Source: an optimization exercise on an open RTL-to-GDS flow (aim: small area and a short achievable clock period). Production flows keep margins and buffers that such runs may drop. Function was checked by simulation only, so behaviour that the tests miss may differ from the original.

== exp/fjord ==
// rotational_cordic
module rotational_cordic (
  output logic data_out_rot,
  output logic [15:0] xprime,
  output logic [15:0] yprime,
  input logic [15:0] x,
  input logic [15:0] y,
  input logic [15:0] theta,
  input logic clk, reset, start
);
export LEC_CHECK = 0
export CAP_MARGIN = 20
export CORE_MARGIN = 2
export CORE_UTILIZATION = 75
export CTS_CLUSTER_DIAMETER = 120
export CTS_CLUSTER_SIZE = 28
export SLEW_MARGIN = 20
create_clock -name core_clock -period 13.0 [get_ports {clk}]
standard.sh (not shown) runs the stock make flow with config.mk's settings and CLKGATE_MAP_FILE= SYNTH_SCRIPT=/design/flow/synth_recipe.tcl, a recipe that flattens the netlist after the stock synthesis.
==> flow/flow/run.sh <==
#!/bin/bash
set -euo pipefail
export BUFFER_PORTS_ARGS="-buffer_cell sky130_fd_sc_hd__buf_2"
export SETUP_SLACK_MARGIN=9.4
bash standard.sh finish > standard.log 2>&1
--- input diff exp/fjord..exp/harbor ---
# exp/fjord
export LEC_CHECK = 0
export CAP_MARGIN = 20
export CORE_MARGIN = 2
export CORE_UTILIZATION = 75
export CTS_CLUSTER_DIAMETER = 120
export CTS_CLUSTER_SIZE = 28
export SLEW_MARGIN = 20
create_clock -name core_clock -period 13.0 [get_ports {clk}]
# exp/harbor
export LEC_CHECK = 0
export CAP_MARGIN = 20
export CORE_MARGIN = 2
export CORE_UTILIZATION = 65
export CTS_CLUSTER_DIAMETER = 50
export CTS_CLUSTER_SIZE = 20
export SLEW_MARGIN = 20
create_clock -name core_clock -period 13.0 [get_ports {clk}]
Notes after the runs:
exp/harbor closes out successfully: all stages finished, all timing, DRC and antenna checks passed. Compared with exp/fjord, exp/harbor shows a higher worst clock skew. Going from exp/fjord to exp/harbor, post-synthesis adder-cell area fraction now sits at about the same level. [compare] base=exp/fjord new=exp/harbor: multi-input combinational area share has decreased. Of exp/harbor and exp/fjord, the run reporting the higher worst setup slack was exp/fjord. Routed wire in exp/harbor totals more than in exp/fjord. NOTE total length of routed met3 wires exp/fjord->exp/harbor decreased by a few percent. The detailed placement HPWL of exp/harbor was superior to that of exp/fjord.
diff inputs: exp/harbor => exp/tundra
# exp/harbor
export LEC_CHECK = 0
export CAP_MARGIN = 20
export CORE_MARGIN = 2
export CORE_UTILIZATION = 65
export CTS_CLUSTER_DIAMETER = 50
export CTS_CLUSTER_SIZE = 20
export SLEW_MARGIN = 20
create_clock -name core_clock -period 13.0 [get_ports {clk}]
# exp/tundra
export LEC_CHECK = 0
export CAP_MARGIN = 20
export CORE_MARGIN = 2
export CORE_UTILIZATION = 75
export CTS_CLUSTER_DIAMETER = 90
export CTS_CLUSTER_SIZE = 32
export SLEW_MARGIN = 20
create_clock -name core_clock -period 13.0 [get_ports {clk}]
==> comparison <==
- Sort exp/harbor and exp/tundra by fraction of area in multi-input gates desc -> top: exp/tundra
- Utilization exp/harbor -> exp/tundra: up
- Against exp/harbor, layout filler cell count in exp/tundra fell by more than a quarter.
- Worst hold slack in exp/tundra is 0.016 ns above exp/harbor.
diff inputs: exp/tundra => exp/sierra
# exp/tundra
export LEC_CHECK = 0
export CAP_MARGIN = 20
export CORE_MARGIN = 2
export CORE_UTILIZATION = 75
export CTS_CLUSTER_DIAMETER = 90
export CTS_CLUSTER_SIZE = 32
export SLEW_MARGIN = 20
create_clock -name core_clock -period 13.0 [get_ports {clk}]
# exp/sierra
export LEC_CHECK = 0
export CAP_MARGIN = 20
export CORE_MARGIN = 2
export CORE_UTILIZATION = 75
export CTS_CLUSTER_DIAMETER = 60
export CTS_CLUSTER_SIZE = 25
export SLEW_MARGIN = 20
create_clock -name core_clock -period 13.0 [get_ports {clk}]
--- outcome ---
exp/sierra reports a higher routed metal-1 wirelength than exp/tundra does.
exp/sierra was carried through to the last stage, and its layout satisfied the timing, DRC and antenna checks.
Between exp/sierra and exp/tundra, the difference in met3 track demand over resource in global routing is negligible.
The final reports for exp/sierra and exp/tundra show area growth from synthesis to layout higher in the former.
Per the comparison of exp/sierra with exp/tundra, standard cell core area closely matched the old numbers, fraction of final layout cells sized beyond drive strength 1 increased by 0.86 points relative to the old numbers.
[inputs] exp/delta vs exp/sierra
# exp/sierra
export LEC_CHECK = 0
export CAP_MARGIN = 20
export CORE_MARGIN = 2
export CORE_UTILIZATION = 75
export CTS_CLUSTER_DIAMETER = 60
export CTS_CLUSTER_SIZE = 25
export SLEW_MARGIN = 20
create_clock -name core_clock -period 13.0 [get_ports {clk}]
# exp/delta
export LEC_CHECK = 0
export CAP_MARGIN = 20
export CORE_MARGIN = 2
export CORE_UTILIZATION = 75
export CTS_CLUSTER_DIAMETER = 100
export CTS_CLUSTER_SIZE = 30
export SLEW_MARGIN = 20
create_clock -name core_clock -period 13.0 [get_ports {clk}]
### Flow results
Any difference in adder-cell area share of the yosys netlist between exp/delta and exp/sierra is small enough to ignore. exp/sierra has a higher count of vias placed by the detailed router than exp/delta. Higher global-route usage was reported by exp/sierra, not exp/delta. After detailed routing, exp/sierra needs more wire than exp/delta. Diff exp/sierra..exp/delta | data-path buffer share of cell area in the final layout | negligible. exp/sierra ended up with more cell instances than exp/delta did. The post-route cell area of exp/delta was superior to that of exp/sierra. The setup slack of exp/delta is larger than that of exp/sierra. For the arrival time of the worst setup path, exp/delta came in 0.04 ns lower than exp/sierra did.

---

== garnet ==
rotational_cordic, a different RTL version from the one above (not shown whole).
Size in the first run: roughly 4600 cells after synthesis, ~840 flip-flops.
// rotational_cordic
module rotational_cordic (
  output logic data_out_rot,
  output logic [15:0] xprime,
  output logic [15:0] yprime,
  input logic [15:0] x,
  input logic [15:0] y,
  input logic [15:0] theta,
  input logic clk, reset, start
);
==> flow/config.mk <==
export PLATFORM = sky130hd
export DESIGN_NAME = rotational_cordic
export DESIGN_NICKNAME = rotational_cordic
export VERILOG_FILES = /design/flow/design.v
export SDC_FILE = /design/flow/constraint.sdc
export NUM_CORES = 4
export LEC_CHECK = 0
export CAP_MARGIN = 20
export CORE_MARGIN = 2
export CORE_UTILIZATION = 40
export SLEW_MARGIN = 20
==> flow/constraint.sdc <==
create_clock -name core_clock -period 13.0 [get_ports {clk}]
set_input_delay 2.6000 -clock core_clock [delete_from_list [all_inputs] [get_ports {clk}]]
set_output_delay 2.6000 -clock core_clock [all_outputs]
set_load 0.01 [all_outputs]
run.sh (not shown) runs the stock make flow with config.mk's settings and CLKGATE_MAP_FILE= SYNTH_SCRIPT=/design/flow/synth_recipe.tcl, a recipe that flattens the netlist after the stock synthesis.
Stock flow here: none of the scripts above is used.
What pepper does differently from garnet at the input level:
==> flow/flow/run.sh (new file) <==
#!/bin/bash
set -euo pipefail
export BUFFER_PORTS_ARGS="-buffer_cell sky130_fd_sc_hd__buf_2"
export SETUP_SLACK_MARGIN=9.4
bash standard.sh finish > standard.log 2>&1
==> flow/standard.sh (new file) <==
#!/bin/bash
# synth_recipe.tcl (not shown) runs the flow's synth.tcl, then flattens the netlist and writes it again
# the make line also repeats each setting of config.mk as NAME=value (left out here)
make -C /OpenROAD-flow-scripts/flow DESIGN_CONFIG=/design/flow/config.mk WORK_HOME=/design/flow/orfs CLKGATE_MAP_FILE= SYNTH_SCRIPT=/design/flow/synth_recipe.tcl "${@:-finish}"
removed: flow/run.sh
==> results.txt <==
Looking at pepper and garnet, the met2 track demand over resource is a wash.
garnet → pepper: delay of the slowest cell on the worst path has decreased; depth of the most critical reg-to-reg path saw an increase.
Diff pepper and garnet: utilization lower in pepper
Cmp pepper vs garnet: period utilization lower in pepper
Sequential share of layout area | pepper above garnet
#### Input delta (xenon over pepper)
# pepper
export LEC_CHECK = 0
export CAP_MARGIN = 20
export CORE_MARGIN = 2
export CORE_UTILIZATION = 40
export SLEW_MARGIN = 20
create_clock -name core_clock -period 13.0 [get_ports {clk}]
# xenon
export LEC_CHECK = 0
export CAP_MARGIN = 20
export CORE_MARGIN = 2
export CORE_UTILIZATION = 65
export SLEW_MARGIN = 20
create_clock -name core_clock -period 13.0 [get_ports {clk}]
Findings:
Clock-buffer cell count delta for xenon relative to pepper: 18 lower
Final wirelength delta for xenon relative to pepper: 1.2% lower
Between xenon and pepper, worst setup slack is higher for xenon, pepper comes in under that.
The global-route wire length before repair in xenon sits 0.53% below the value recorded for pepper.

re-timing with driven ports:
Ports are ideal in the flow. The routed layouts listed here were re-timed in OpenROAD. Step 1 (the two cells are an assumption about what drives the block):
set clk [get_ports {clk}]
set_driving_cell -lib_cell sky130_fd_sc_hd__clkbuf_16 $clk
set_driving_cell -lib_cell sky130_fd_sc_hd__buf_2 [delete_from_list [all_inputs] $clk]
Step 2 moves the port delays by t, midway between the first and last clock arrival at a register: inputs arrive t later, outputs are due t later. That takes back most of the time a late clock gives input paths. Slacks: no drivers / after step 1 / after step 2; pairs: no drivers / after step 1.
run | t, ns | setup WS [ns] | worst setup path after step 2 | worst register clock-pin slew, ns | pins driven straight from the clock port
exp/fjord | 0.647 | 9.310 / 9.244 / 9.444 | register to register | 0.11 / 0.11 | 1
exp/harbor | 0.694 | 9.302 / 9.236 / 9.469 | register to register | 0.08 / 0.08 | 1
exp/tundra | 0.643 | 9.307 / 9.245 / 9.439 | register to register | 0.12 / 0.12 | 1
exp/sierra | 0.681 | 9.259 / 9.195 / 9.430 | register to register | 0.10 / 0.10 | 1
exp/delta | 0.649 | 9.303 / 9.242 / 9.440 | register to register | 0.12 / 0.12 | 1
garnet | 0.737 | 8.887 / 8.819 / 9.426 | register to register | 0.06 / 0.06 | 1
pepper | 0.764 | 9.253 / 9.183 / 9.682 | register to register | 0.06 / 0.06 | 1
xenon | 0.697 | 9.281 / 9.211 / 9.617 | register to register | 0.07 / 0.07 | 1
After both steps every run listed still meets setup and hold.
